Background: an optimization exercise with open tools, aiming at small area, a short achievable clock period and few clock cycles per item. Do not read the settings as production practice.
Power and IR drop assume default switching activity.

trial 53:
==> flow/design.v (excerpt) <==
module CNC(
    clk,
    rst_n,
    IN_VALID,
    MODE,
    IN,
    OUT_VALID,
    OUT
    );
input           clk, rst_n, IN_VALID;
input   [ 1:0]  MODE;
input   [ 7:0]  IN;
output          OUT_VALID;
output  [16:0]  OUT;
reg        OUT_VALID;
reg [16:0] OUT;
reg p1, p2, p3, p4, p5;
reg mul, sub;
reg [4:0]  BO, BT, BN;  
reg [8:0]  X;      
reg [8:0]  S;      
reg [15:0] P;      
wire busy = p1 | p2 | p3;
wire [8:0] V = p4 ? S : {IN[7], IN};
wire       vneg = p3 & mul;
wire [10:0] Vx = {V[8], V, 1'b0};
wire [4:0] vo, vt, vn;
genvar k;
generate for (k = 0; k < 5; k = k + 1) begin : enc
    assign vo[k] = Vx[2*k+1] ^ Vx[2*k];
    assign vt[k] = (Vx[2*k+2] & ~Vx[2*k+1] & ~Vx[2*k]) | (~Vx[2*k+2] & Vx[2*k+1] & Vx[2*k]);
    assign vn[k] = (Vx[2*k+2] & ~(Vx[2*k+1] & Vx[2*k])) ^ (vneg & (vo[k] | vt[k]));
end endgenerate
wire       s_keep = p3 | (p2 & !mul);
wire       s_in   = !(p2 & !mul);
wire       s_neg  = p3 & sub;
wire [8:0] s_a    = s_keep ? S : 9'd0;
wire [8:0] s_b    = s_in ? ({IN[7], IN} ^ {9{s_neg}}) : 9'd0;
wire [8:0] s_next = s_a + s_b + s_neg;
reg         g;                                   
reg         a1en;                                
wire [16:0] A1 = a1en ? OUT : 17'd0;
    wire pp0_0 = ((BO[0] & X[0])) ^ BN[0];
    wire pp0_1 = ((BO[0] & X[1]) | (BT[0] & X[0])) ^ BN[0];
    wire pp0_2 = ((BO[0] & X[2]) | (BT[0] & X[1])) ^ BN[0];
    wire pp0_3 = ((BO[0] & X[3]) | (BT[0] & X[2])) ^ BN[0];
    wire pp0_4 = ((BO[0] & X[4]) | (BT[0] & X[3])) ^ BN[0];
    wire pp0_5 = ((BO[0] & X[5]) | (BT[0] & X[4])) ^ BN[0];
    wire pp0_6 = ((BO[0] & X[6]) | (BT[0] & X[5])) ^ BN[0];
    wire pp0_7 = ((BO[0] & X[7]) | (BT[0] & X[6])) ^ BN[0];
    wire pp0_8 = ((BO[0] & X[8]) | (BT[0] & X[7])) ^ BN[0];
    wire pp0_9 = ~(((BO[0] & X[8]) | (BT[0] & X[8])) ^ BN[0]);
    wire pp1_0 = ((BO[1] & X[0])) ^ BN[1];
    wire pp1_1 = ((BO[1] & X[1]) | (BT[1] & X[0])) ^ BN[1];
    wire pp1_2 = ((BO[1] & X[2]) | (BT[1] & X[1])) ^ BN[1];
    wire pp1_3 = ((BO[1] & X[3]) | (BT[1] & X[2])) ^ BN[1];
    wire pp1_4 = ((BO[1] & X[4]) | (BT[1] & X[3])) ^ BN[1];
    wire pp1_5 = ((BO[1] & X[5]) | (BT[1] & X[4])) ^ BN[1];
    wire pp1_6 = ((BO[1] & X[6]) | (BT[1] & X[5])) ^ BN[1];
  ...
For scale: roughly 710 cells after synthesis, roughly 75 flip-flops, roughly 31 I/O pins, roughly 6400 um2 of cells after synthesis.
Settings: LEC_CHECK=0, CAP_MARGIN=20, CORE_MARGIN=2, CORE_UTILIZATION=65, SETUP_SLACK_MARGIN=3.6, SLEW_MARGIN=20, SYNTH_HIERARCHICAL=1, SYNTH_MINIMUM_KEEP_SIZE=0; clock period 7.5 ns.
standard.sh (not shown) runs the stock make flow with config.mk's settings and CLKGATE_MAP_FILE= SYNTH_SCRIPT=/design/flow/synth_recipe.tcl, a recipe that flattens the netlist after the stock synthesis.
==> flow/flow/run.sh <==
#!/bin/bash
set -euo pipefail
export BUFFER_PORTS_ARGS="-buffer_cell sky130_fd_sc_hd__buf_2"
bash standard.sh > flow_make.log 2>&1
Modified inputs, trial 96 compared to trial 53
Settings: a change of SETUP_SLACK_MARGIN from 3.6 to 3.8.
==> notes.md <==
Of trial 53 and trial 96, the run reporting the higher critical path depth was trial 96.
As far as critical path required time is concerned, trial 53 and trial 96 perform about the same.
Internal power: trial 96 worse than trial 53
Final-layout clock buffer total: trial 96 > trial 53
Looking only at clock network area share, and setting everything else aside, the lower value of trial 53 and trial 96 goes to trial 53.
On average routed wire per standard cell, trial 53 and trial 96 are basically level.
Summary of the comparison: total of fill cells in the finished design is lower in trial 96, relative to trial 53.
Trial 96 vs trial 53 — sequential group share of total power dropped 1.2 points.
No run of this note included a check of the RTL's function; only the layout flow was run.

-- port drivers added, routing unchanged --
Ports are ideal in the flow. The routed layouts listed here were re-timed in OpenROAD.
Step 1: set_driving_cell puts a clkbuf_16 on clk and a buf_2 on each other input, an assumption about the parent block.
Step 2 also shifts input and output timing later by t, the mid clock arrival at the registers, as if the neighbouring blocks saw the same clock.
Three values: ideal, step 1, step 2; two values: the first two.
run | t (ns) | setup WS [ns] | hold WS [ns]
trial 53 | 0.407 | 3.710 / 3.711 / 3.711 | 0.375 / 0.375 / 0.375
trial 96 | 0.397 | 3.735 / 3.735 / 3.735 | 0.385 / 0.385 / 0.385
After both steps every run listed still meets setup and hold.
